From an optimization exercise on the open Yosys and OpenROAD flow, aimed at small area, a short achievable clock period and few clock cycles per item; shortcuts taken in it are not production practice. No functional check of the RTL was part of any run shown here.

**design.v**
```verilog
module basediv(
  input             clk,
  input             reset,
  input      [31:0] x,
  input      [31:0] y,
  input             in_valid,
  input             div_signed,
  output            in_ready,
  output reg        out_valid,
  output     [31:0] s,
  output     [31:0] r
);
reg        busy;       
reg        prep;       
reg [32:0] R;          
reg [31:0] Q;          
reg [33:0] D;          
reg [4:0]  cnt;        
reg [4:0]  lzxr;       
reg        xzero;      
reg        sx, sy, sq;
assign in_ready = ~busy;
wire accept = in_valid & ~busy;
function [5:0] lzc32(input [31:0] a);    
  reg [15:0] v1; reg [15:0] c1;
  reg [7:0]  v2; reg [15:0] c2;
  reg [3:0]  v3; reg [11:0] c3;
  reg [1:0]  v4; reg [7:0]  c4;
  integer i;
  begin
    for (i = 0; i < 16; i = i + 1) begin
      v1[i] = a[2*i+1] | a[2*i];
      c1[i] = ~a[2*i+1];
    end
    for (i = 0; i < 8; i = i + 1) begin
      v2[i] = v1[2*i+1] | v1[2*i];
      c2[2*i+1] = ~v1[2*i+1];
      c2[2*i]   = v1[2*i+1] ? c1[2*i+1] : c1[2*i];
    end
    for (i = 0; i < 4; i = i + 1) begin
      v3[i] = v2[2*i+1] | v2[2*i];
      c3[3*i+2] = ~v2[2*i+1];
      c3[3*i+1 -: 2] = v2[2*i+1] ? c2[4*i+3 -: 2] : c2[4*i+1 -: 2];
    end
    for (i = 0; i < 2; i = i + 1) begin
      v4[i] = v3[2*i+1] | v3[2*i];
      c4[4*i+3] = ~v3[2*i+1];
      c4[4*i+2 -: 3] = v3[2*i+1] ? c3[6*i+5 -: 3] : c3[6*i+2 -: 3];
    end
    lzc32 = {v4[1] | v4[0], ~v4[1], v4[1] ? c4[7:4] : c4[3:0]};
  end
endfunction
function [31:0] inc32(input [31:0] a, input cin);
  reg [31:0] p;
  integer i, d;
  begin
    p = a;
    for (d = 1; d < 32; d = d * 2)
      for (i = 31; i >= 0; i = i - 1)
        if ((i / d) % 2 == 1) p[i] = p[i] & p[(i / d) * d - 1];
    inc32 = a ^ {p[30:0] & {31{cin}}, cin};
  end
endfunction
wire        sx_in = div_signed & x[31];
wire        sy_in = div_signed & y[31];
wire [5:0]  lzx_in = lzc32(x ^ {32{sx_in}});
wire [5:0]  lzy_in = lzc32(y ^ {32{sy_in}});
wire [5:0]  kd    = {1'b0, cnt} - {1'b0, lzxr};
wire        skip  = kd[5] | xzero;
wire        yzero = ~sy & (Q == 32'd0);
wire [4:0]  k     = kd[4:0];
wire [33:0] dsh   = ({sy, sy, Q} << k) ^ {34{~sq}};
wire [33:0] a   = {R[32], R};
wire        cin = ~sq;
wire [33:0] pa  = a ^ D;
wire [33:0] ga  = a & D;
reg  [33:0] G, P, Gn, Pn;
integer i, d;
always @* begin
  G = ga; P = pa;
  for (d = 1; d < 34; d = d * 2) begin
    Gn = G; Pn = P;
    for (i = d; i < 34; i = i + 1) begin
      Gn[i] = G[i] | (P[i] & G[i-d]);
      Pn[i] = P[i] & P[i-d];
    end
    G = Gn; P = Pn;
  end
  G = G | (P & {34{cin}});
end
wire [33:0] cy   = {G[32:0], cin};
wire [33:0] T    = pa ^ cy;
wire [33:0] kz   = {a[32:0] | D[32:0], cin};
wire        tz   = (pa == kz);
wire        cond = sx ? (T[33] | tz) : ~T[33];
always @(posedge clk) begin
  if (reset) begin
    busy <= 1'b0;
    prep <= 1'b0;
    out_valid <= 1'b0;
  end else if (accept) begin
    busy <= 1'b1;
    prep <= 1'b1;
    out_valid <= 1'b0;
  end else if (prep) begin
    prep <= 1'b0;
    if (skip | yzero) begin
      busy <= 1'b0;
      out_valid <= 1'b1;
    end
  end else if (busy) begin
    if (cnt == 5'd0) begin
      busy <= 1'b0;
      out_valid <= 1'b1;
    end
  end else begin
    out_valid <= 1'b0;
  end
end
always @(posedge clk) begin
  if (accept) begin
    R     <= {sx_in, x};
    Q     <= y;
    cnt   <= lzy_in[4:0];
    lzxr  <= lzx_in[4:0] - {4'b0, sx_in};
    xzero <= ~lzx_in[5] & ~sx_in;
    sx    <= sx_in;
    sy    <= sy_in;
    sq    <= sx_in ^ sy_in;
  end else if (prep) begin
    Q   <= {32{sq ^ yzero}};
    D   <= dsh;
    cnt <= k;
  end else if (busy) begin
    if (cond) R <= T[32:0];
    Q   <= {Q[30:0], cond ^ sq};
    D   <= {~sx, D[33:1]};
    cnt <= cnt - 5'd1;
  end
end
assign s = inc32(Q, sq);
assign r = R[31:0];
endmodule
```
**run.sh**
```bash
#!/bin/bash
# synth_recipe.tcl (not shown) runs the flow's synth.tcl, then flattens the netlist and writes it again
# the make line also repeats each setting of config.mk as NAME=value (left out here)
make -C /OpenROAD-flow-scripts/flow DESIGN_CONFIG=/design/flow/config.mk WORK_HOME=/design/flow/orfs CLKGATE_MAP_FILE= SYNTH_SCRIPT=/design/flow/synth_recipe.tcl finish
```
**config.mk**
```make
export PLATFORM = sky130hd
export DESIGN_NAME = basediv
export DESIGN_NICKNAME = basediv
export VERILOG_FILES = /design/flow/design.v
export SDC_FILE = /design/flow/constraint.sdc
export NUM_CORES = 4
export LEC_CHECK = 0
export CAP_MARGIN = 20
export CORE_MARGIN = 2
export CORE_UTILIZATION = 40
export SETUP_SLACK_MARGIN = 1.5
export SLEW_MARGIN = 20
```
**constraint.sdc**
```tcl
create_clock -name core_clock -period 5.5 [get_ports {clk}]
set_input_delay 1.1000 -clock core_clock [delete_from_list [all_inputs] [get_ports {clk}]]
set_output_delay 1.1000 -clock core_clock [all_outputs]
set_load 0.01 [all_outputs]
```
==> flow_summary.ini, run 1 <==
[detailed_routing]
drt_iter0_markers = 1039
wl_per_cell_um = 19.53
postRouteAntennaNets = 0
vias = 10830
avgViaCountPerCell = 5.750
drt_first_pass_iters = 5
drc_errors = 0
drt_wl_total_mm = 36.78

[grt]
track_usage_pct = 23.62
grt_start_max_net_pins = 87
grt_pass1_wl_mm = 56.28
antenna_found_initial = 0
grt_pass1_vias = 9911
globalRouteOverflowTotal = 0

[min_path]
hold_path.startpoint = busy
hp-class = flop to flop

[die]
core_region_area_um2 = 28780
fp.dieW_um = 175.1
start_util_pct = 40.69
ios = 134
die-height_um = 175.1
dieArea_um2 = 30660
row_count = 62

[worst_setup_path]
crit_family = simple AND/OR/NAND/NOR gates
endpoint_kind = output port
cp_num_cells = 11
path_class = flop to output port
crit_end = s[31]
cp.required_ns = 4.40
cp_max_fo = 5
crit_start = Q[0]
crit_path_cell_trace = and4_4 -> nand4_1 -> nor2_2 -> and4_4 -> nand4_1 -> nor2_2 -> and4_4 -> and4_4 -> nand3_2 -> xnor2_2 -> buf_2
reg2reg_slack_ns = 1.64
reg2reg_depth = 13
path_common_cell = and4_4
r2r_end = R[24]
path_buf_inv = 1
critPathSlowestCell = edfxtp_1
crit_arrival_ns = 2.82
cp-start-kind = flop
rr_startpoint = sq
max_stage_delay_ns = 0.36

[synth]
synth_most_common_cell = nor2_1
synth_edf_count = 113
ys_top_cells_by_count = nor2_1 (146), a21oi_1 (143), edfxtp_1 (113)
synth.net_count = 1562
muxShareOfSynthArea_pct = 8.238
syn-cell-area_um2 = 11710
yosys_warnings = 1
synth_ff_type = edfxtp_1
synth-adder-area-share_pct = 8.462
synth_top_cell_area_share_pct = 28.98
synth_cell_types = 73
synth_compound_area_share_pct = 17.91
synth_top_family_by_area = simple AND/OR/NAND/NOR gates
synth_xor_area_share_pct = 9.349
async_flop_share_pct = 0
synth-seq-cells = 116
synth_cells = 1416
yosys.area.top_type = edfxtp_1
synth_area_per_cell_um2 = 8.270
ys_seq_area_share_pct = 29.49
synth-simple-area-share_pct = 18.24
synth.area.top_cells = edfxtp_1 (29%), ha_1 (8.1%), a21oi_1 (6.1%), xor2_1 (5.1%), nor2_1 (4.7%)

[sta]
final.period_utilization_pct = 71.25
worst_slack_ns = 1.581
slew_headroom_pct = 33.47
post-route-min-period_ns = 3.919
fmax_mhz = 255.2
finalHoldViolCount = 0
fin_worst_skew_ns = 0.01173
worst_slew_pin_slew_ns = 0.9969
slew_violations = 0
rsz0062_at_grt = true
finalSetupViolCount = 0
fin_setup_tns_ns = 0
whs_ns = 0.6101

[flow_run]
cap_violations = 0

[placed_design]
dp_hpwl_mm = 27.77
preCtsSetupSlack_ns = 0.8721
numPortBuffers = 133
place.gp.congestion = 0.9218

[clocking]
cts_sinks = 116
cts-hold-fix-buffers = 0
cts.path.max_buffers = 2
cts_tree = yes
cts_buffers = 17
insertion_delay_ns = 0.42
clk_pin_slew_ns = 0.06
htree_num_levels = 4
root_buffer = clkbuf_16

[final_layout]
drive_above_1_share_pct = 8.539
syn_to_final_growth_pct = 19.14
antenna_cells = 0
finalNetCount = 1632

[run_status]
outcome = finished clean
how the worst min path moves through the flow:
stage	to	depth (start not counted)
final	busy	2
after floorplan	busy	2
after global placement	busy	2
after global routing	busy	2
after CTS	busy	2
after detailed placement	busy	2
flip-flops by register name (all words and copies together) (netlist names):
name       flops
busy           1
D             34
sq             1
xzero          1
out_valid      1
sx             1
Q             32
prep           1
R             33
cnt            5
sy             1
lzxr           5
logic make-up after synthesis:
kind of cell / count (synthesis)
multiplexers: 72
XOR/XNOR: 125
flip-flops: 116
AO/OA/AOI/OAI: 351
adder cells (fa/ha/maj): 78
buffers and inverters: 225
AND/OR/NAND/NOR: 449
routing by layer:
metal  global-route usage (%)  up-vias  part of all wire, %
met5                        0        -                    0
met4                    6.979        0                  2.3
met3                    3.242       55                  6.2
met2                    36.99      406                   46
met1                    33.85     5208                   46
li1                         -     5159                    -
cell usage in the layout (no fill, tap or decap), types with 4 or more instances in the layout:
master / netlist / routed
a21oi_1: 143 / 143
inv_1: 105 / 104
nor2_1: 146 / 143
dlygate4sd2_1: 0 / 8
xnor2_1: 57 / 54
nand4_1: 22 / 22
nor3_1: 21 / 20
a211oi_1: 17 / 17
buf_4: 32 / 33
mux4_2: 19 / 19
dlymetal6s2s_1: 0 / 5
and4_4: 0 / 4
or3_1: 21 / 21
o21a_1: 5 / 5
clkinv_4: 0 / 4
a21o_1: 13 / 12
ha_1: 76 / 76
o21bai_1: 6 / 5
nand2_1: 107 / 105
o22a_1: 4 / 4
o22ai_1: 9 / 9
nor4_1: 13 / 13
nor2b_1: 19 / 19
o21ai_0: 85 / 85
o31ai_1: 7 / 6
edfxtp_1: 113 / 113
clkdlybuf4s50_1: 0 / 116
xor2_1: 68 / 65
and2_1: 8 / 8
clkbuf_16: 0 / 17
nand3_1: 43 / 42
nand2b_1: 10 / 10
o211ai_1: 6 / 6
mux2_2: 5 / 5
a31oi_1: 13 / 13
and3_1: 20 / 19
mux2i_1: 48 / 48
worst min-delay path, stage by stage (launching register included):
cell and delay, ns:
dfxtp_1 0.40, a211oi_1 0.10, nor2_1 0.08
layout make-up:
cell class	count	area [µm²]
Clock buffer	17	425.4
Clock inverter	15	153.9
Fill cell	2820	14830
Inverter	106	400.4
Multi-Input combinational cell	1075	7420
Sequential cell	116	3455
Tap cell	384	480.5
Timing Repair Buffer	170	1617
timing repair:
item / in CTS / in global routing
gates resized for setup: 27 / 27
setup buffers: 12 / 8
pin swaps: 4 / 7
endpoints found under the setup margin: 26 / 52
cloned: 0 / 0
stage by stage:
| stage | instance area, µm² | std cells | utilization [%] |
|---|---|---|---|
| finish | 13950 | 1883 | 48.47 |
| global route | 13950 | 1883 | 48.47 |
| floorplan | 11720 | 1416 | - |
| CTS | 13840 | 1875 | 48.09 |
| detailed placement | 13150 | 1831 | 45.68 |
| global placement | 13140 | 1831 | 45.66 |
==> run 2: changes to the inputs <==
--- a/config.mk
+++ b/config.mk
@@ -7,6 +7,6 @@
 export LEC_CHECK = 0
 export CAP_MARGIN = 20
 export CORE_MARGIN = 2
-export CORE_UTILIZATION = 40
+export CORE_UTILIZATION = 60
 export SETUP_SLACK_MARGIN = 1.5
 export SLEW_MARGIN = 20
==> run 2 against run 1 <==
Utilization up 23 points. Critical endpoint unchanged. Highest routed layer unchanged. Global-route usage increased by 9.9 points. Clock skew about the same.
==> flow_summary.ini, run 2 <==
[detailed_routing]
vias = 10940
wl_per_cell_um = 19.50
drt_wl_total_mm = 34.56
routed.top_layer = met4
drt_iter0_markers = 1140
avgViaCountPerCell = 6.173
drc_errors = 0
wl_met2_mm = 14.62
postRouteAntennaNets = 0
route.met3.wl_mm = 3.609
drt_first_pass_iters = 5
routedLengthMet1_mm = 15.59

[clocking]
htree_num_levels = 4
cts_sinks = 116
cts-hold-fix-buffers = 0
cts_buffers = 17
cts_tree = yes
root_buffer = clkbuf_16
clk_pin_slew_ns = 0.05
cts.path.max_buffers = 2
insertion_delay_ns = 0.44

[sta]
fmax_mhz = 250.6
post-route-min-period_ns = 3.990
slew_violations = 0
final.period_utilization_pct = 72.55
fin_worst_skew_ns = 0.01205
worst_slack_ns = 1.510
finalHoldViolCount = 0
finalSetupViolCount = 0
slew_headroom_pct = 25.35
fin_setup_tns_ns = 0
worst_slew_pin_slew_ns = 1.118
rsz0062_at_grt = true

[synth]
synth-seq-cells = 116
synth_ff_type = edfxtp_1
syn-cell-area_um2 = 11710
yosys_warnings = 1
async_flop_share_pct = 0
synth_cells = 1416
synth_cell_types = 73
synth_most_common_cell = nor2_1
yosys.area.top_type = edfxtp_1
ys_seq_area_share_pct = 29.49
ys_top_cells_by_count = nor2_1 (146), a21oi_1 (143), edfxtp_1 (113)
synth.area.top_cells = edfxtp_1 (29%), ha_1 (8.1%), a21oi_1 (6.1%), xor2_1 (5.1%), nor2_1 (4.7%)
synth.net_count = 1562
synth_area_per_cell_um2 = 8.270
synth_edf_count = 113
synth_top_cell_area_share_pct = 28.98

[placed_design]
place.gp.congestion = 0.9217
dp_cells = 1710
numPortBuffers = 133
dp_hpwl_mm = 25.68
preCtsSetupSlack_ns = 0.8833

[die]
start_util_pct = 60.56
fp.dieW_um = 143.7
die-height_um = 143.7
ios = 134
row_count = 51
core_region_area_um2 = 19330
dieArea_um2 = 20650

[worst_setup_path]
crit_start = sq
crit_end = s[31]
cp-start-kind = flop
cp_max_fo = 5
cp.required_ns = 4.40
crit_arrival_ns = 2.89
endpoint_kind = output port
reg2reg_slack_ns = 1.66
path_class = flop to output port
r2r_end = R[3]
rr_startpoint = R[1]
reg2reg_depth = 13

[final_layout]
top_register = D
final-instance-count-excl-fill = 1772
antenna_cells = 0
finalNetCount = 1640
largest_reg_flops = 34
layout_common_cells = nor2_1 (143), a21oi_1 (143), clkdlybuf4s50_1 (117)
drive_above_1_share_pct = 8.892
utilization_pct = 71.50
syn_to_final_growth_pct = 18.06
largestRegisters = D x34, R x33, Q x32

[grt]
grt_pass1_vias = 9766
grt_start_max_net_pins = 87
track_usage_pct = 33.53
antenna_found_initial = 0
globalRouteOverflowTotal = 0
grt_pass1_wl_mm = 52.92

[flow_run]
cap_violations = 0

[run_status]
outcome = finished clean

[min_path]
hp-class = flop to flop
-- run 2: per-stage QoR --
step,instance area [µm²],hold slack [ns]
2_1_floorplan,11720,0.5310
3_3_place_gp,12970,0.5859
4_1_cts,13690,0.6222
6_report,13820,0.6163
3_5_place_dp,12980,0.6000
5_1_grt,13820,0.6413
-- run 2: how the worst min path moves through the flow --
stage,slack [ns],cells past startpoint,startpoint,end
floorplan,0.53,2,busy,busy
global placement,0.59,2,out_valid,out_valid
detailed placement,0.60,2,out_valid,out_valid
CTS,0.62,2,out_valid,out_valid
global route,0.64,2,out_valid,out_valid
finish,0.62,2,out_valid,out_valid
-- run 2: logic make-up after synthesis --
logic type	share of synthesized area (%)
mux	8.238
xor+xnor	9.349
fa+ha+maj	8.462
simple gates	18.24
compound gates	17.91
buf+inv	8.313
flops	29.49
-- run 2: layout make-up --
cell class / count / area, µm²
Clock buffer: 17 / 425.4
Clock inverter: 15 / 130.1
Fill cell: 1584 / 5510
Inverter: 106 / 405.4
Multi-Input combinational cell: 1075 / 7392
Sequential cell: 116 / 3455
Tap cell: 265 / 331.6
Timing Repair Buffer: 177 / 1680
Timing Repair inverter: 1 / 5.005
-- run 2: timing repair --
item                       CTS  global route
pin swaps                    6             6
gates cloned                 0             1
setup endpoints to repair   55            57
gates resized for setup     19            27
buffers inserted            17            12
-- run 2: worst max-delay path: stages, from the launching register on --
cell and delay, ns:
edfxtp_1 0.37, and4_4 0.25, nand4_1 0.16, nor2_2 0.19, and4_4 0.24, nand4_1 0.15
nor2_2 0.19, and4_4 0.27, and4_4 0.25, nand3_1 0.09, xnor2_1 0.15, clkbuf_2 0.15
-- run 2: layer usage --
metal / vias up / GRT usage [%]
met3: 61 / 5.931
met5: - / 0
li1: 5169 / -
met2: 593 / 47.59
met4: 0 / 9.598
met1: 5115 / 52.02
==> run 3: changes to the inputs <==
--- a/design.v
+++ b/design.v
@@ -16,8 +16,7 @@
 reg [31:0] Q;          
 reg [33:0] D;          
 reg [4:0]  cnt;        
-reg [4:0]  lzxr;       
-reg        xzero;      
+reg        zq;         
 reg        sx, sy, sq;
 assign in_ready = ~busy;
 wire accept = in_valid & ~busy;
@@ -65,11 +64,13 @@
 wire        sy_in = div_signed & y[31];
 wire [5:0]  lzx_in = lzc32(x ^ {32{sx_in}});
 wire [5:0]  lzy_in = lzc32(y ^ {32{sy_in}});
-wire [5:0]  kd    = {1'b0, cnt} - {1'b0, lzxr};
-wire        skip  = kd[5] | xzero;
+wire [4:0]  lzxe   = lzx_in[4:0] - {4'b0, sx_in};
+wire [5:0]  kd     = {1'b0, lzy_in[4:0]} - {1'b0, lzxe};
+wire        xzero  = ~lzx_in[5] & ~sx_in;
+wire        yz_in  = ~lzy_in[5] & ~sy_in;
+wire        early  = (kd[5] | xzero) & ~yz_in;
 wire        yzero = ~sy & (Q == 32'd0);
-wire [4:0]  k     = kd[4:0];
-wire [33:0] dsh   = ({sy, sy, Q} << k) ^ {34{~sq}};
+wire [33:0] dsh   = ({sy, sy, Q} << cnt) ^ {34{~sq}};
 wire [33:0] a   = {R[32], R};
 wire        cin = ~sq;
 wire [33:0] pa  = a ^ D;
@@ -99,12 +100,12 @@
     prep <= 1'b0;
     out_valid <= 1'b0;
   end else if (accept) begin
-    busy <= 1'b1;
-    prep <= 1'b1;
-    out_valid <= 1'b0;
+    busy <= ~early;
+    prep <= ~early;
+    out_valid <= early;
   end else if (prep) begin
     prep <= 1'b0;
-    if (skip | yzero) begin
+    if (yzero) begin
       busy <= 1'b0;
       out_valid <= 1'b1;
     end
@@ -121,16 +122,14 @@
   if (accept) begin
     R     <= {sx_in, x};
     Q     <= y;
-    cnt   <= lzy_in[4:0];
-    lzxr  <= lzx_in[4:0] - {4'b0, sx_in};
-    xzero <= ~lzx_in[5] & ~sx_in;
+    cnt   <= kd[4:0];
+    zq    <= early;
     sx    <= sx_in;
     sy    <= sy_in;
     sq    <= sx_in ^ sy_in;
   end else if (prep) begin
     Q   <= {32{sq ^ yzero}};
     D   <= dsh;
-    cnt <= k;
   end else if (busy) begin
     if (cond) R <= T[32:0];
     Q   <= {Q[30:0], cond ^ sq};
@@ -138,6 +137,6 @@
     cnt <= cnt - 5'd1;
   end
 end
-assign s = inc32(Q, sq);
+assign s = inc32(Q, sq) & {32{~zq}};
 assign r = R[31:0];
 endmodule
--- a/config.mk
+++ b/config.mk
@@ -7,6 +7,6 @@
 export LEC_CHECK = 0
 export CAP_MARGIN = 20
 export CORE_MARGIN = 2
-export CORE_UTILIZATION = 60
+export CORE_UTILIZATION = 40
 export SETUP_SLACK_MARGIN = 1.5
 export SLEW_MARGIN = 20
==> run 3 against run 2 <==
Still clean on timing, DRC and antenna. Synthesized cell count grew 2.3%. Global-route usage shrank 9.1 points. Utilization shrank 23 points. Register-to-register slack gained 0.21 ns. Worst hold slack gained 0.030 ns. Critical path type is now primary input to flop. Largest cell class unchanged.
==> flow_summary.ini, run 3 <==
[placed_design]
numPortBuffers = 133
dpl-instance-area_um2 = 13260
preCtsSetupSlack_ns = 0.4193
dp_hpwl_mm = 28.88
place.gp.congestion = 0.8903

[clocking]
htree_num_levels = 3
cts_tree = yes
cts_buffers = 9
insertion_delay_ns = 0.37
cts.path.max_buffers = 2
clk_pin_slew_ns = 0.08
root_buffer = clkbuf_16
cts_sinks = 111

[final_layout]
final_area_um2 = 14140
layout_common_cells = nor2_1 (188), a21oi_1 (127), edfxtp_1 (108)
antenna_cells = 0
n_fill_cell = 2824
top_register = D
finalNetCount = 1681
drive_above_1_share_pct = 13.05
largest_reg_flops = 34
syn_to_final_growth_pct = 19.66
final_common_cell = nor2_1
largestRegisters = D x34, R x33, Q x32

[detailed_routing]
drc_errors = 0
drt_first_pass_iters = 5
drt_wl_total_mm = 38.58
drt_iter0_markers = 1058
postRouteAntennaNets = 0
vias = 11030
wl_per_cell_um = 20.05
avgViaCountPerCell = 5.734

[worst_setup_path]
crit_path_cell_trace = buf_12 -> buf_4 -> and2_4 -> buf_12 -> or3_4 -> a21oi_2 -> a32oi_2 -> a21oi_2 -> a21oi_2 -> o32ai_4 -> ha_4 -> nor2b_2 -> o21ai_2 -> a21boi_2 -> o21a_1 -> o22a_1 -> o21ai_2 -> a31o_1 -> nor2b_1
cp-start-kind = primary input
crit_arrival_ns = 4.33
cp.required_ns = 5.80
cp_max_fo = 9
path_buf_inv = 3
path_common_cell = a21oi_2
crit_family = compound AO/OA/AOI/OAI gates
max_stage_delay_ns = 0.34
critPathSlowestCell = o32ai_4
endpoint_kind = flop
path_class = primary input to flop

[grt]
grt_start_max_net_pins = 71
globalRouteOverflowTotal = 0
grt_pass1_wl_mm = 58.70
antenna_found_initial = 0
track_usage_pct = 24.42
grt_pass1_vias = 10320

[synth]
ys_top_cells_by_count = nor2_1 (191), a21oi_1 (132), edfxtp_1 (108)
ys_seq_area_share_pct = 27.95
synth.net_count = 1595
synth_area_per_cell_um2 = 8.156
syn-cell-area_um2 = 11820
yosys_warnings = 1
synth-seq-cells = 111
async_flop_share_pct = 0
synth_most_common_cell = nor2_1
yosys.area.top_type = edfxtp_1
synth_ff_type = edfxtp_1
synth_top_cell_area_share_pct = 27.44
synth_cell_types = 73
synth_edf_count = 108
synth_cells = 1449
synth.area.top_cells = edfxtp_1 (27%), ha_1 (8.0%), xor2_1 (6.1%), nor2_1 (6.1%), a21oi_1 (5.6%)

[sta]
worst_slack_ns = 1.467
finalHoldViolCount = 0
finalSetupViolCount = 0
worst_slew_pin_slew_ns = 1.043
fin_worst_skew_ns = 0.02027
slew_headroom_pct = 29.96
slew_violations = 0
fmax_mhz = 247.9
final.period_utilization_pct = 73.33
rsz0062_at_grt = true
fin_setup_tns_ns = 0
post-route-min-period_ns = 4.033

[die]
ios = 134
core_region_area_um2 = 28940
fp.dieW_um = 175.9
dieArea_um2 = 30940
row_count = 62
start_util_pct = 40.84
die-height_um = 175.9

[run_status]
outcome = finished clean

[flow_run]
cap_violations = 0

[min_path]
hp-class = flop to flop
[run 3: cells by family (layout without fill, tap and decap cells)]
family                   Yosys count  count (layout)  synth area share, %
AO/OA/AOI/OAI                    332             332                17.20
XOR/XNOR                         123             123                9.116
flip-flops                       111             111                27.95
adder cells (fa/ha/maj)           78              78                8.385
buffers and inverters            220             310                8.184
AND/OR/NAND/NOR                  510             511                20.24
multiplexers                      75              75                8.915
[run 3: worst paths after layout]
| check | depth (start not counted) | from | slack (ns) | endpoint |
|---|---|---|---|---|
| max | 19 | div_signed | 1.47 | out_valid |
| min | 2 | D[11] | 0.65 | D[10] |
| max reg2reg | 10 | R[32] | 1.87 | R[11] |
| min reg2reg | 2 | D[11] | 0.65 | D[10] |
[run 3: repair_timing]
item | in CTS | in global routing
endpoints found under the setup margin | 25 | 15
buffers inserted | 36 | 12
cloned | 2 | 0
hold buffers | 0 | 0
pin swaps | 30 | 31
gates resized for setup | 102 | 53
[run 3: tightest hold or removal path: cells and delay by family, from the launching register on]
| kind | cells | cell delay (ns) |
|---|---|---|
| muxes | 1 | 0.11 |
| buffers and inverters | 1 | 0.06 |
| DFF | 1 | 0.35 |
[run 3: stage by stage]
stage | instances | hold WS, ns | util [%]
after floorplan | 1449 | 0.5919 | -
after global placement | 1857 | 0.6252 | 45.80
after detailed placement | 1857 | 0.6270 | 45.82
after CTS | 1911 | 0.6463 | 48.29
after global routing | 1924 | 0.6843 | 48.87
final | 1924 | 0.6460 | 48.87
[run 3: routing by layer]
metal | share of wire, % | GRT usage [%] | wire [µm] | up-vias
li1 | - | - | - | 5293
met1 | 46 | 35.67 | 17760 | 5312
met2 | 46 | 39.26 | 17890 | 398
met3 | 6.1 | 2.359 | 2371 | 29
met4 | 1.5 | 5.062 | 568 | 0
met5 | 0 | 0 | 0 | -
[run 3: area by class of cell]
type	count	area [µm²]	area share, %
Timing Repair Buffer	200	1833	12.96
Sequential cell	111	3304	23.37
Clock inverter	7	83.83	0.5928
Tap cell	384	480.5	3.398
Clock buffer	9	225.2	1.593
Inverter	94	360.3	2.548
Multi-Input combinational cell	1119	7854	55.54
==> run 4: changes to the inputs <==
--- a/config.mk
+++ b/config.mk
@@ -8,5 +8,5 @@
 export CAP_MARGIN = 20
 export CORE_MARGIN = 2
 export CORE_UTILIZATION = 40
-export SETUP_SLACK_MARGIN = 1.5
+export SETUP_SLACK_MARGIN = 2.0
 export SLEW_MARGIN = 20
==> run 4 against run 3 <==
Count of clock-buffer cells in the layout is the same. Clock skew shrank 0.0059 ns. Setup slack gained 0.029 ns. Highest routed layer unchanged. Register-to-register slack gained 0.37 ns. Non-clock buffer count grew 12. Global-route usage grew 0.24 points. Critical path depth grew 1. Sequential share of layout area shrank 0.32 points. Flip-flop and latch count is the same.
==> flow_summary.ini, run 4 <==
[die]
dieArea_um2 = 30940
core_region_area_um2 = 28940
fp.dieW_um = 175.9
row_count = 62
start_util_pct = 40.84
die-height_um = 175.9
ios = 134

[detailed_routing]
avgViaCountPerCell = 5.729
drt_iter0_markers = 1135
drc_errors = 0
wl_per_cell_um = 19.85
vias = 11090
postRouteAntennaNets = 0
drt_first_pass_iters = 5
drt_wl_total_mm = 38.43

[final_layout]
final_common_cell = nor2_1
antenna_cells = 0
layout_common_cells = nor2_1 (186), a21oi_1 (127), edfxtp_1 (108)
largestRegisters = D x34, R x33, Q x32
largest_reg_flops = 34
drive_above_1_share_pct = 16.75
syn_to_final_growth_pct = 21.34
finalNetCount = 1693
top_register = D

[sta]
fin_setup_tns_ns = 0
worst_slew_pin_slew_ns = 1.057
fin_worst_skew_ns = 0.01432
rsz0062_at_grt = true
final.period_utilization_pct = 72.81
slew_headroom_pct = 29.47
finalSetupViolCount = 0
finalHoldViolCount = 0
slew_violations = 0
fmax_mhz = 249.7
post-route-min-period_ns = 4.005

[worst_setup_path]
cp_max_fo = 4
max_stage_delay_ns = 0.30
crit_family = compound AO/OA/AOI/OAI gates
path_class = primary input to flop
cp.required_ns = 5.80
crit_arrival_ns = 4.30
path_buf_inv = 3
critPathSlowestCell = a211o_1
crit_path_cell_trace = buf_6 -> buf_6 -> buf_4 -> a211o_1 -> o22a_1 -> nor2_4 -> nand3_4 -> nor3_4 -> a22oi_2 -> ha_2 -> ha_4 -> ha_4 -> nor2b_4 -> o21ai_2 -> a21boi_2 -> o21a_1 -> o22a_1 -> o21ai_2 -> a31o_1 -> nor2b_1
endpoint_kind = flop
cp-start-kind = primary input

[placed_design]
dp_hpwl_mm = 28.75
place.gp.congestion = 0.9050
numPortBuffers = 133

[synth]
synth-adder-area-share_pct = 8.385
syn-cell-area_um2 = 11820
synth_ff_type = edfxtp_1
muxShareOfSynthArea_pct = 8.915
synth_area_per_cell_um2 = 8.156
yosys.area.top_type = edfxtp_1
synth-simple-area-share_pct = 20.24
synth.area.top_cells = edfxtp_1 (27%), ha_1 (8.0%), xor2_1 (6.1%), nor2_1 (6.1%), a21oi_1 (5.6%)
ys_top_cells_by_count = nor2_1 (191), a21oi_1 (132), edfxtp_1 (108)
async_flop_share_pct = 0
ys_seq_area_share_pct = 27.95
synth_top_family_by_area = simple AND/OR/NAND/NOR gates
synth_most_common_cell = nor2_1
synth.net_count = 1595
synth_edf_count = 108
yosys_warnings = 1
synth_xor_area_share_pct = 9.116
synth_cell_types = 73
synth_cells = 1449
synth_compound_area_share_pct = 17.20
synth-seq-cells = 111
synth_top_cell_area_share_pct = 27.44

[grt]
grt_pass1_wl_mm = 59.31
globalRouteOverflowTotal = 0
antenna_found_initial = 0
grt_pass1_vias = 10550
track_usage_pct = 24.65
grt_start_max_net_pins = 71

[clocking]
root_buffer = clkbuf_16
cts_sinks = 111
insertion_delay_ns = 0.37
cts_buffers = 9
clk_pin_slew_ns = 0.08
cts.path.max_buffers = 2
cts-hold-fix-buffers = 0
htree_num_levels = 3
cts_tree = yes

[run_status]
outcome = finished clean

[min_path]
hp-class = flop to flop

[flow_run]
cap_violations = 0
run 4: cell counts after synthesis:
No cell type changed its count.
run 4: routing by layer:
layer  up-vias  global-route usage (%)  share of wire (%)
met5         -                       0                  0
met4         0                   6.026                2.0
met3        44                   3.874                6.7
met2       405                   39.07                 46
met1      5309                   35.19                 46
li1       5334                       -                  -
run 4: cells by family after synthesis:
family | Yosys count
AOI/OAI and AO/OA | 332
and+or+nand+nor | 510
muxes | 75
xor gates and xnor gates | 123
adders and majority gates | 78
DFF | 111
buffers and inverters | 220
run 4: metrics by stage:
step                      hold WS (ns)  cell area, µm²  std cells  utilization, %  setup slack (ns)
after floorplan                 0.5919           11940       1449               -             1.280
after global placement          0.6301           13270       1859           45.85            0.4506
after detailed placement        0.6441           13270       1859           45.87            0.3620
after CTS                       0.6501           14010       1920           48.42             1.388
after global routing            0.7060           14340       1936           49.56             1.327
final                           0.6563           14340       1936           49.56             1.495
run 4: layout make-up:
type	instances	area, µm²
Clock buffer	9	225.2
Clock inverter	7	72.57
Fill cell	2783	14600
Inverter	94	360.3
Multi-Input combinational cell	1119	8069
Sequential cell	111	3304
Tap cell	384	480.5
Timing Repair Buffer	212	1828
run 4: repair_timing:
action	4_1_cts	5_1_grt
pin swaps	32	40
cloned	1	0
resized for setup	169	105
endpoints found under the setup margin	67	80
setup buffers	44	16
run 4: final timing paths:
kind                                  from         to  slack, ns  cells after the start
worst min-delay path                  D[1]       D[0]       0.66                      2
worst min register to register        D[1]       D[0]       0.66                      2
worst max-delay path            div_signed  out_valid       1.50                     20
worst max register to register       R[32]      R[14]       2.24                     10
run 4: worst register-to-register path, stage by stage, from the launching register on:
cell and delay [ns]:
edfxtp_1 0.44, inv_1 0.07, ha_1 0.43, nand4_1 0.19
or4_1 0.57, nor3_1 0.16, o211ai_1 0.17, nand3_1 0.12
o211ai_1 0.24, o31ai_4 0.28, buf_12 0.25
==> run 5: changes to the inputs <==
--- a/design.v
+++ b/design.v
@@ -17,6 +17,8 @@
 reg [33:0] D;          
 reg [4:0]  cnt;        
 reg        zq;         
+reg        ok;         
+reg        fix;        
 reg        sx, sy, sq;
 assign in_ready = ~busy;
 wire accept = in_valid & ~busy;
@@ -71,10 +73,12 @@
 wire        early  = (kd[5] | xzero) & ~yz_in;
 wire        yzero = ~sy & (Q == 32'd0);
 wire [33:0] dsh   = ({sy, sy, Q} << cnt) ^ {34{~sq}};
+wire        f   = ~ok;
 wire [33:0] a   = {R[32], R};
-wire        cin = ~sq;
-wire [33:0] pa  = a ^ D;
-wire [33:0] ga  = a & D;
+wire [33:0] b   = D ^ {34{f}};
+wire        cin = ~sq ^ f;
+wire [33:0] pa  = a ^ b;
+wire [33:0] ga  = a & b;
 reg  [33:0] G, P, Gn, Pn;
 integer i, d;
 always @* begin
@@ -91,13 +95,15 @@
 end
 wire [33:0] cy   = {G[32:0], cin};
 wire [33:0] T    = pa ^ cy;
-wire [33:0] kz   = {a[32:0] | D[32:0], cin};
+wire [33:0] kz   = {a[32:0] | b[32:0], cin};
 wire        tz   = (pa == kz);
-wire        cond = sx ? (T[33] | tz) : ~T[33];
+wire        tok  = sx ? (T[33] | tz) : ~T[33];
+wire        last = (cnt == 5'd0);
 always @(posedge clk) begin
   if (reset) begin
     busy <= 1'b0;
     prep <= 1'b0;
+    fix  <= 1'b0;
     out_valid <= 1'b0;
   end else if (accept) begin
     busy <= ~early;
@@ -109,10 +115,18 @@
       busy <= 1'b0;
       out_valid <= 1'b1;
     end
+  end else if (fix) begin
+    fix  <= 1'b0;
+    busy <= 1'b0;
+    out_valid <= 1'b1;
   end else if (busy) begin
-    if (cnt == 5'd0) begin
-      busy <= 1'b0;
-      out_valid <= 1'b1;
+    if (last) begin
+      if (tok) begin
+        busy <= 1'b0;
+        out_valid <= 1'b1;
+      end else begin
+        fix <= 1'b1;
+      end
     end
   end else begin
     out_valid <= 1'b0;
@@ -121,6 +135,7 @@
 always @(posedge clk) begin
   if (accept) begin
     R     <= {sx_in, x};
+    ok    <= 1'b1;
     Q     <= y;
     cnt   <= kd[4:0];
     zq    <= early;
@@ -130,10 +145,13 @@
   end else if (prep) begin
     Q   <= {32{sq ^ yzero}};
     D   <= dsh;
+  end else if (fix) begin
+    R   <= T[32:0];
   end else if (busy) begin
-    if (cond) R <= T[32:0];
-    Q   <= {Q[30:0], cond ^ sq};
-    D   <= {~sx, D[33:1]};
+    R   <= T[32:0];
+    ok  <= tok;
+    Q   <= {Q[30:0], tok ^ sq};
+    if (!last) D <= {~sx, D[33:1]};
     cnt <= cnt - 5'd1;
   end
 end
--- a/config.mk
+++ b/config.mk
@@ -8,5 +8,5 @@
 export CAP_MARGIN = 20
 export CORE_MARGIN = 2
 export CORE_UTILIZATION = 40
-export SETUP_SLACK_MARGIN = 2.0
+export SETUP_SLACK_MARGIN = 1.5
 export SLEW_MARGIN = 20
==> run 5 against run 4 <==
Count of clock-buffer cells in the layout rose by 10. Sequential share of layout area fell by 0.86 points. Clock skew fell by 0.0059 ns. Area after synthesis rose by 6.4%. Via count rose by 4.8%. Synthesized cell count rose by 5.9%. Global-route usage fell by 1.7 points. Fmax fell by 4.8%.
==> flow_summary.ini, run 5 <==
[run_status]
outcome = finished clean

[synth]
synth_edf_count = 108
synth-seq-cells = 113
ys_seq_area_share_pct = 26.58
synth.area.top_cells = edfxtp_1 (26%), ha_1 (7.6%), xnor2_1 (6.4%), xor2_1 (5.3%), a21oi_1 (4.6%)
syn-cell-area_um2 = 12580
ys_top_cells_by_count = nor2_1 (147), nand2_1 (136), a21oi_1 (115)
yosys.area.top_type = edfxtp_1
synth.net_count = 1680
synth_top_cell_area_share_pct = 25.79
synth_cell_types = 76
synth_cells = 1534
async_flop_share_pct = 0
synth_most_common_cell = nor2_1
synth_ff_type = edfxtp_1
yosys_warnings = 1
synth_area_per_cell_um2 = 8.199

[sta]
post-route-min-period_ns = 4.207
slew_headroom_pct = 31.13
slew_violations = 0
fin_setup_tns_ns = 0
rsz0062_at_grt = true
fmax_mhz = 237.7
finalSetupViolCount = 0
whs_ns = 0.5139
final.period_utilization_pct = 76.49
fin_worst_skew_ns = 0.008444
worst_slew_pin_slew_ns = 1.032
finalHoldViolCount = 0

[grt]
antenna_found_initial = 0
grt_pass1_vias = 10690
track_usage_pct = 22.95
globalRouteOverflowTotal = 0
grt_start_max_net_pins = 88
grt_pass1_wl_mm = 59.27

[detailed_routing]
vias = 11620
avgViaCountPerCell = 5.751
drt_first_pass_iters = 5
drt_iter0_markers = 880
postRouteAntennaNets = 0
wl_per_cell_um = 19.17
drt_wl_total_mm = 38.75
drc_errors = 0

[placed_design]
dp_cells = 1951
place.gp.congestion = 0.8935
dp_hpwl_mm = 29.29
numPortBuffers = 133

[die]
die-height_um = 181.3
ios = 134
start_util_pct = 40.90
core_region_area_um2 = 30750
fp.dieW_um = 181.3
row_count = 64
dieArea_um2 = 32880

[final_layout]
antenna_cells = 0
n_fill_cell = 2961
largestRegisters = D x34, R x33, Q x32
utilization_pct = 49.09
layout_common_cells = nor2_1 (145), nand2_1 (133), a21oi_1 (111)
final_common_cell = nor2_1
finalNetCount = 1759
syn_to_final_growth_pct = 20.03
final-instance-count-excl-fill = 2021
top_register = D
drive_above_1_share_pct = 13.91
largest_reg_flops = 34

[worst_setup_path]
cp.required_ns = 5.87
crit_arrival_ns = 4.57
max_stage_delay_ns = 0.33
endpoint_kind = flop
cp-start-kind = primary input
path_class = primary input to flop
crit_path_cell_trace = buf_2 -> nand2_4 -> inv_4 -> buf_12 -> or3_1 -> nand2_1 -> a22oi_2 -> o22ai_1 -> a221oi_2 -> a21oi_1 -> a311oi_2 -> a31oi_1 -> mux2_4 -> ha_4 -> nor2b_4 -> o21ai_2 -> a21oi_2 -> o21ai_2 -> a21oi_2 -> a41oi_2 -> nand2b_4 -> o211a_1
cp_max_fo = 18
critPathSlowestCell = a311oi_2

[clocking]
insertion_delay_ns = 0.42
clk_pin_slew_ns = 0.05
htree_num_levels = 4
cts.path.max_buffers = 2
cts_sinks = 113
cts_buffers = 17
root_buffer = clkbuf_16
cts_tree = yes

[min_path]
hp-class = flop to flop

[flow_run]
cap_violations = 0
run 5: changes by cell type in the layout (fill, tap and decap cells not counted), sizes merged, moves of 23 or more:
cell and change:
xnor2 +51, nor2 -42, clkdlybuf4s50 +29, nand2 +29, buf -25, nor3b +25, a211o +23
run 5: routing by layer:
metal,vias to the layer above,global-route usage (%),wire (µm)
met1,5623,32.99,18180
met3,42,2.923,2159
met4,0,5.756,731
met2,383,36.41,17680
met5,-,0,0
li1,5574,-,-
run 5: area by class of cell:
| class | count | area [µm²] | area share (%) |
|---|---|---|---|
| multi-input cells | 1180 | 8484 | 56.20 |
| flip-flops and latches | 113 | 3348 | 22.18 |
| repair buffers | 193 | 1743 | 11.55 |
| well taps | 396 | 495.5 | 3.282 |
| clock buffers | 19 | 432.9 | 2.868 |
| inverters | 107 | 416.7 | 2.760 |
| clock inverters | 12 | 166.4 | 1.102 |
| repair inverters | 1 | 8.758 | 0.05802 |
run 5: repair_timing:
action / in CTS / in global routing
hold buffers: 0 / 0
pin swaps: 30 / 20
endpoints found under the setup margin: 35 / 25
gates cloned: 1 / 0
buffers inserted: 21 / 17
resized for setup: 96 / 66
run 5: kinds of logic (layout without fill, tap and decap cells):
kind of cell,count (synthesis),count (layout),synth area share [%]
adders and majority gates,78,78,7.879
muxes,69,69,7.242
buffers and inverters,241,332,8.337
xor gates and xnor gates,169,169,11.92
and+or+nand+nor,514,514,20.15
AOI/OAI and AO/OA,350,350,17.90
DFF,113,113,26.58
run 5: worst max-delay path: cells and delay by family:
kind / cells / cell delay, ns
AO/OA/AOI/OAI: 12 / 1.95
buffers and inverters: 3 / 0.42
AND/OR/NAND/NOR: 5 / 0.52
multiplexers: 1 / 0.32
adder cells (fa/ha/maj): 1 / 0.24
run 5: metrics by stage:
| stage | setup slack [ns] | area, µm² |
|---|---|---|
| 5_1_grt | 1.075 | 15100 |
| 3_5_place_dp | 0.1782 | 14050 |
| 3_3_place_gp | 0.2590 | 14030 |
| 2_1_floorplan | 1.210 | 12710 |
| 4_1_cts | 1.336 | 14860 |
| 6_report | 1.293 | 15100 |
run 5: final timing paths:
| kind | startpoint | endpoint | slack (ns) | depth (start not counted) |
|---|---|---|---|---|
| min reg2reg | fix | fix | 0.51 | 2 |
| max reg2reg | ok | out_valid | 1.44 | 14 |
| min | fix | fix | 0.51 | 2 |
| max | y[31] | out_valid | 1.29 | 22 |
==> run 6: changes to the inputs <==
--- a/config.mk
+++ b/config.mk
@@ -8,5 +8,5 @@
 export CAP_MARGIN = 20
 export CORE_MARGIN = 2
 export CORE_UTILIZATION = 40
-export SETUP_SLACK_MARGIN = 1.5
+export SETUP_SLACK_MARGIN = 2.0
 export SLEW_MARGIN = 20
==> run 6 against run 5 <==
Still clean on timing, DRC and antenna. Area after synthesis unchanged. Cell area increased by 7.4%. Wire length up 5.5%. Sequential share of layout area shrank 1.5 points. Cell count is 2.5% higher. Flip-flop and latch count unchanged. Critical path type unchanged.
==> flow_summary.ini, run 6 <==
[run_status]
outcome = finished clean

[die]
core_region_area_um2 = 30750
die-height_um = 181.3
start_util_pct = 40.90
fp.dieW_um = 181.3
dieArea_um2 = 32880
ios = 134
row_count = 64

[detailed_routing]
vias = 11820
drt_iter0_markers = 1023
drt_wl_total_mm = 40.88
wl_met2_mm = 18.72
wl_per_cell_um = 19.74
routedLengthMet1_mm = 18.84
drt_first_pass_iters = 5
avgViaCountPerCell = 5.709
drc_errors = 0
routed.top_layer = met4
route.met3.wl_mm = 2.543
postRouteAntennaNets = 0

[clocking]
cts_buffers = 17
cts.path.max_buffers = 2
clk_pin_slew_ns = 0.06
cts-hold-fix-buffers = 0
insertion_delay_ns = 0.43
cts_sinks = 113
htree_num_levels = 4
cts_tree = yes
root_buffer = clkbuf_16

[synth]
ys_top_cells_by_count = nor2_1 (147), nand2_1 (136), a21oi_1 (115)
yosys_warnings = 1
synth_ff_type = edfxtp_1
synth-seq-cells = 113
synth.net_count = 1680
synth.area.top_cells = edfxtp_1 (26%), ha_1 (7.6%), xnor2_1 (6.4%), xor2_1 (5.3%), a21oi_1 (4.6%)
yosys.area.top_type = edfxtp_1
synth_top_cell_area_share_pct = 25.79
synth_cell_types = 76
synth_area_per_cell_um2 = 8.199
synth_cells = 1534
ys_seq_area_share_pct = 26.58
synth_edf_count = 108
syn-cell-area_um2 = 12580
async_flop_share_pct = 0
synth_most_common_cell = nor2_1

[worst_setup_path]
reg2reg_depth = 14
cp_max_fo = 3
rr_startpoint = ok
r2r_end = R[32]
endpoint_kind = flop
critPathSlowestCell = a311oi_2
max_stage_delay_ns = 0.34
cp-start-kind = primary input
reg2reg_slack_ns = 1.95
crit_arrival_ns = 4.55
path_buf_inv = 1
cp.required_ns = 5.87
crit_family = compound AO/OA/AOI/OAI gates
crit_path_cell_trace = clkdlybuf4s15_1 -> nor3_2 -> o32ai_2 -> a22oi_2 -> o22ai_1 -> a221oi_2 -> a21oi_1 -> a311oi_2 -> a31oi_1 -> mux2_4 -> ha_4 -> nor2b_4 -> o21ai_2 -> a21oi_2 -> o21ai_2 -> a21oi_2 -> a41oi_2 -> nand2b_4 -> o211a_1
path_class = primary input to flop

[grt]
grt_pass1_wl_mm = 61.23
grt_start_max_net_pins = 59
track_usage_pct = 23.62
antenna_found_initial = 2
grt_pass1_vias = 10950
globalRouteOverflowTotal = 0

[sta]
fmax_mhz = 238.8
worst_slew_pin_slew_ns = 0.7719
rsz0062_at_grt = true
post-route-min-period_ns = 4.188
fin_setup_tns_ns = 0
slew_headroom_pct = 47.99
finalHoldViolCount = 0
slew_violations = 0
finalSetupViolCount = 0
fin_worst_skew_ns = 0.01305
final.period_utilization_pct = 76.14

[final_layout]
largest_reg_flops = 34
largestRegisters = D x34, R x33, Q x32
drive_above_1_share_pct = 23.46
multi_input_area_um2 = 9210
top_register = D
n_fill_cell = 2873
final_common_cell = nor2_1
syn_to_final_growth_pct = 28.93
finalNetCount = 1808
ff_latch_area_um2 = 3348
layout_common_cells = nor2_1 (143), nand2_1 (129), edfxtp_1 (108)
antenna_cells = 0
utilization_pct = 52.73
final-instance-count-excl-fill = 2071
final_area_um2 = 16220

[placed_design]
dp_cells = 1948
numPortBuffers = 133
dp_hpwl_mm = 29.26
place.gp.congestion = 0.8802
dpl-instance-area_um2 = 14030

[min_path]
min_path_cells = 2
hold_path_end = fix
hp-class = flop to flop
hold_path.startpoint = fix

[flow_run]
cap_violations = 0
==> run 6: logic make-up (layout without fill, tap and decap cells) <==
| logic type | Yosys count | count (layout) | synth area share (%) |
|---|---|---|---|
| AOI/OAI and AO/OA | 350 | 350 | 17.90 |
| muxes | 69 | 69 | 7.242 |
| and+or+nand+nor | 514 | 514 | 20.15 |
| adders and majority gates | 78 | 78 | 7.879 |
| DFF | 113 | 113 | 26.58 |
| buffers and inverters | 241 | 382 | 8.337 |
| xor gates and xnor gates | 169 | 169 | 11.92 |
==> run 6: repair_timing <==
| action | CTS | global route |
|---|---|---|
| resized for setup | 216 | 168 |
| endpoints found under the setup margin | 51 | 47 |
| cloned | 1 | 1 |
| pin swaps | 44 | 82 |
| setup buffers | 53 | 36 |
==> run 6: through the flow <==
stage | setup slack (ns) | hold slack (ns)
final | 1.312 | 0.5105
after global routing | 1.134 | 0.5686
after CTS | 1.314 | 0.5100
after detailed placement | 0.2102 | 0.5006
after global placement | 0.2431 | 0.4877
after floorplan | 1.210 | 0.4644
==> run 6: layout make-up <==
type | instances | area share [%]
repair buffers | 242 | 13.39
repair inverters | 1 | 0.05401
inverters | 107 | 2.585
clock buffers | 18 | 2.647
clock inverters | 14 | 0.8256
flip-flops and latches | 113 | 20.65
multi-input cells | 1180 | 56.80
well taps | 396 | 3.056
==> run 6: worst max-delay path by stage <==
stage | from | endpoint | slack, ns | cells after the start
after floorplan | y[31] | busy | 1.21 | 21
after global placement | div_signed | busy | 0.24 | 24
after detailed placement | y[31] | busy | 0.21 | 22
after CTS | div_signed | out_valid | 1.31 | 22
after global routing | y[6] | out_valid | 1.13 | 20
final | y[8] | out_valid | 1.31 | 19
==> run 6: routing by layer <==
layer	GRT usage, %	up-vias
met5	0	-
met4	5.593	0
met3	3.709	47
met2	36.97	407
met1	34.08	5689
li1	-	5680
==> run 6: worst min-delay path: stages (launching register included) <==
cell     delay (ns)
dfxtp_1        0.32
o21ai_0        0.07
a21oi_1        0.06
==> run 7: changes to the inputs <==
--- a/design.v
+++ b/design.v
@@ -16,6 +16,7 @@
 reg [31:0] Q;          
 reg [33:0] D;          
 reg [4:0]  cnt;        
+reg [4:0]  lzxr;       
 reg        zq;         
 reg        ok;         
 reg        fix;        
@@ -51,6 +52,28 @@
     lzc32 = {v4[1] | v4[0], ~v4[1], v4[1] ? c4[7:4] : c4[3:0]};
   end
 endfunction
+function lt5(input [4:0] a, input [4:0] b);
+  reg [4:0] l, e;
+  begin
+    l = ~a & b;
+    e = ~(a ^ b);
+    lt5 = l[4] | e[4] & (l[3] | e[3] & (l[2] | e[2] & (l[1] | e[1] & l[0])));
+  end
+endfunction
+function [4:0] sub5(input [4:0] a, input [4:0] b);
+  reg [4:0] p, g, c;
+  begin
+    p = a ^ ~b;
+    g = a & ~b;
+    c[0] = 1'b1;
+    c[1] = g[0] | p[0];
+    c[2] = g[1] | p[1] & g[0] | p[1] & p[0];
+    c[3] = g[2] | p[2] & g[1] | p[2] & p[1] & g[0] | p[2] & p[1] & p[0];
+    c[4] = g[3] | p[3] & g[2] | p[3] & p[2] & g[1] | p[3] & p[2] & p[1] & g[0]
+         | p[3] & p[2] & p[1] & p[0];
+    sub5 = p ^ c;
+  end
+endfunction
 function [31:0] inc32(input [31:0] a, input cin);
   reg [31:0] p;
   integer i, d;
@@ -64,15 +87,14 @@
 endfunction
 wire        sx_in = div_signed & x[31];
 wire        sy_in = div_signed & y[31];
-wire [5:0]  lzx_in = lzc32(x ^ {32{sx_in}});
+wire [5:0]  lzx_in = lzc32(sx_in ? {~x[30:0], 1'b1} : x);
 wire [5:0]  lzy_in = lzc32(y ^ {32{sy_in}});
-wire [4:0]  lzxe   = lzx_in[4:0] - {4'b0, sx_in};
-wire [5:0]  kd     = {1'b0, lzy_in[4:0]} - {1'b0, lzxe};
-wire        xzero  = ~lzx_in[5] & ~sx_in;
+wire        xzero  = ~lzx_in[5];
 wire        yz_in  = ~lzy_in[5] & ~sy_in;
-wire        early  = (kd[5] | xzero) & ~yz_in;
+wire        early  = (lt5(lzy_in[4:0], lzx_in[4:0]) | xzero) & ~yz_in;
 wire        yzero = ~sy & (Q == 32'd0);
-wire [33:0] dsh   = ({sy, sy, Q} << cnt) ^ {34{~sq}};
+wire [4:0]  k     = sub5(cnt, lzxr);
+wire [33:0] dsh   = ({sy, sy, Q} << k) ^ {34{~sq}};
 wire        f   = ~ok;
 wire [33:0] a   = {R[32], R};
 wire [33:0] b   = D ^ {34{f}};
@@ -137,7 +159,8 @@
     R     <= {sx_in, x};
     ok    <= 1'b1;
     Q     <= y;
-    cnt   <= kd[4:0];
+    cnt   <= lzy_in[4:0];
+    lzxr  <= lzx_in[4:0];
     zq    <= early;
     sx    <= sx_in;
     sy    <= sy_in;
@@ -145,6 +168,7 @@
   end else if (prep) begin
     Q   <= {32{sq ^ yzero}};
     D   <= dsh;
+    cnt <= k;
   end else if (fix) begin
     R   <= T[32:0];
   end else if (busy) begin
--- a/config.mk
+++ b/config.mk
@@ -8,5 +8,5 @@
 export CAP_MARGIN = 20
 export CORE_MARGIN = 2
 export CORE_UTILIZATION = 40
-export SETUP_SLACK_MARGIN = 2.0
+export SETUP_SLACK_MARGIN = 1.5
 export SLEW_MARGIN = 20
==> run 7 against run 6 <==
Clock skew grew 0.0077 ns. Sequential share of layout area grew 2.1 points. Setup slack gained 0.16 ns. Count of clock-buffer cells in the layout grew 6. Cell area shrank 5.0%. Wire length grew 2.6%. Register-to-register slack lost 0.26 ns. Cell count shrank 0.14%. Area after synthesis grew 1.6%. Critical path type is now flop to output port. Critical endpoint is now s[31].
==> flow_summary.ini, run 7 <==
[synth]
ys_seq_area_share_pct = 27.35
synth_most_common_cell = nor2_1
synth_ff_type = edfxtp_1
synth_top_cell_area_share_pct = 26.56
yosys.area.top_type = edfxtp_1
synth_cells = 1561
synth-seq-cells = 118
synth_cell_types = 83
synth.area.top_cells = edfxtp_1 (27%), xnor2_1 (8.0%), ha_1 (7.6%), mux2i_1 (6.0%), nor2_1 (4.1%)
async_flop_share_pct = 0
synth_edf_count = 113
yosys_warnings = 1
ys_top_cells_by_count = nor2_1 (140), nand2_1 (135), xnor2_1 (116)
syn-cell-area_um2 = 12770
synth.net_count = 1708
synth_area_per_cell_um2 = 8.184

[final_layout]
n_fill_cell = 2989
finalNetCount = 1799
largestRegisters = D x34, R x33, Q x32
syn_to_final_growth_pct = 20.60
top_register = D
layout_common_cells = nor2_1 (138), nand2_1 (131), xnor2_1 (114)
largest_reg_flops = 34
drive_above_1_share_pct = 11.35
final_common_cell = nor2_1
final_area_um2 = 15410

[grt]
antenna_found_initial = 0
grt_pass1_wl_mm = 64.00
grt_start_max_net_pins = 90
globalRouteOverflowTotal = 0
grt_pass1_vias = 11250
track_usage_pct = 24.71

[clocking]
cts.path.max_buffers = 2
cts_buffers = 17
clk_pin_slew_ns = 0.06
cts_tree = yes
htree_num_levels = 4
cts_sinks = 118
insertion_delay_ns = 0.44
cts-hold-fix-buffers = 0
root_buffer = clkbuf_16

[placed_design]
place.gp.congestion = 0.8986
numPortBuffers = 133
dpl-instance-area_um2 = 14140
dp_hpwl_mm = 31.29
preCtsSetupSlack_ns = 0.6860

[worst_setup_path]
path_class = flop to output port
cp-start-kind = flop
cp_max_fo = 3
cp.required_ns = 4.40
crit_arrival_ns = 2.93
endpoint_kind = output port

[min_path]
hp-class = flop to flop

[die]
start_util_pct = 40.59
die-height_um = 182.7
fp.dieW_um = 182.7
core_region_area_um2 = 31470
ios = 134
dieArea_um2 = 33380
row_count = 65

[detailed_routing]
drt_wl_total_mm = 41.93
drc_errors = 0
drt_iter0_markers = 1066
postRouteAntennaNets = 0
drt_first_pass_iters = 7
vias = 11750
avgViaCountPerCell = 5.682
wl_per_cell_um = 20.27

[sta]
slew_violations = 0
slew_headroom_pct = 28.53
fmax_mhz = 248.3
finalSetupViolCount = 0
finalHoldViolCount = 0
worst_slack_ns = 1.473
fin_worst_skew_ns = 0.02077
post-route-min-period_ns = 4.027
rsz0062_at_grt = true
worst_slew_pin_slew_ns = 1.071
fin_setup_tns_ns = 0
final.period_utilization_pct = 73.22

[flow_run]
cap_violations = 0

[run_status]
outcome = finished clean
run 7: cell types whose count changed in the layout (fill, tap and decap cells not counted), sizes merged, moves of 13 or more:
cell           change
xor2              -25
buf               -54
a211o             -23
nor3              -14
mux2i             +45
mux4              -15
nor3b             -21
dlymetal6s2s      +13
clkdlybuf4s50     +21
o211ai            +18
xnor2             +26
o21ai             +59
a21oi             -25
run 7: critical path: stages, from the launching register on:
cell and delay, ns:
edfxtp_1 0.43, and4_4 0.28, nand4_1 0.19, nor4_4 0.25, nand4_1 0.19, buf_4 0.20, nor3_4 0.23, nand4_1 0.19
nor2_2 0.18, xnor2_1 0.14, nor2_1 0.05, buf_2 0.15
run 7: cell families after synthesis:
group | after synthesis | synth area share, %
AND/OR/NAND/NOR | 460 | 17.01
AO/OA/AOI/OAI | 379 | 18.43
buffers and inverters | 246 | 8.541
XOR/XNOR | 171 | 12.10
flip-flops | 118 | 27.35
multiplexers | 108 | 8.776
adder cells (fa/ha/maj) | 79 | 7.796
run 7: cell type report:
cell class,count,area (µm²),share of cell area [%]
antenna,1,2.502,0.01624
sequential,118,3501,22.72
clock inverter,8,120.1,0.7797
clock buffer,24,501.7,3.257
timing repair inverter,1,8.758,0.05685
inverter,111,432.9,2.810
multi-input combinational,1197,8429,54.71
timing repair buffer,206,1907,12.38
tap,402,503.0,3.265
run 7: worst paths after layout:
| path | startpoint | endpoint | slack [ns] | depth (start not counted) |
|---|---|---|---|---|
| worst min-delay path | fix | fix | 0.56 | 2 |
| worst max register to register | ok | Q[0] | 1.69 | 13 |
| worst min register to register | fix | fix | 0.56 | 2 |
| worst max-delay path | sq | s[31] | 1.47 | 11 |
run 7: timing repair:
item	in CTS	in global routing
pin swaps	19	14
gates cloned	0	1
buffers inserted	21	29
endpoints found under the setup margin	27	24
gates resized for setup	63	51
run 7: layer usage:
| layer | vias up | global-route usage (%) | part of all wire, % |
|---|---|---|---|
| li1 | 5684 | - | - |
| met1 | 5617 | 32.18 | 44 |
| met2 | 399 | 41.96 | 48 |
| met3 | 50 | 3.612 | 5.6 |
| met4 | 0 | 8.226 | 2.9 |
| met5 | - | 0 | 0 |
run 7: metrics by stage:
step	utilization [%]	hold slack [ns]	instances
floorplan	-	0.4918	1561
global placement	44.92	0.5295	1983
detailed placement	44.92	0.5450	1983
CTS	47.62	0.5548	2036
global route	48.94	0.6124	2067
finish	48.95	0.5613	2068

-- separate check: timing with driven ports --
How much do the figures lean on ideal ports? The routed layouts below were timed once more, with nothing changed but the port constraints. Step 1 sets driving cells, clkbuf_16 on the clock port and buf_2 on the other inputs (assumed; they add their load-dependent delay and slew). Step 2 times the ports against the registers' clock, not the clock port: input delays grow and output delays shrink by t, the midpoint of the rising clock arrivals with the driver on. a / b / c = ideal ports / drivers / drivers and shift; a / b = the first two.
| run | shift t [ns] | setup WS [ns] | latest minus earliest clock arrival (ns) | worst register clock-pin slew, ns |
|---|---|---|---|---|
| run 1 | 0.467 | 1.581 / 1.530 / 1.302 | 0.012 / 0.012 | 0.07 / 0.07 |
| run 2 | 0.477 | 1.510 / 1.463 / 1.295 | 0.012 / 0.012 | 0.06 / 0.06 |
| run 3 | 0.410 | 1.467 / 1.472 / 1.062 | 0.020 / 0.020 | 0.09 / 0.09 |
| run 4 | 0.411 | 1.495 / 1.513 / 1.102 | 0.015 / 0.015 | 0.08 / 0.08 |
| run 5 | 0.473 | 1.293 / 1.322 / 0.850 | 0.009 / 0.009 | 0.06 / 0.06 |
| run 6 | 0.473 | 1.312 / 1.343 / 0.870 | 0.013 / 0.013 | 0.07 / 0.07 |
| run 7 | 0.480 | 1.473 / 1.422 / 1.272 | 0.021 / 0.021 | 0.07 / 0.07 |
After both steps every run listed still meets setup and hold. The setup slack of run 5, which loses most, moves by +0.029 ns with the drivers and by -0.443 ns with both steps.
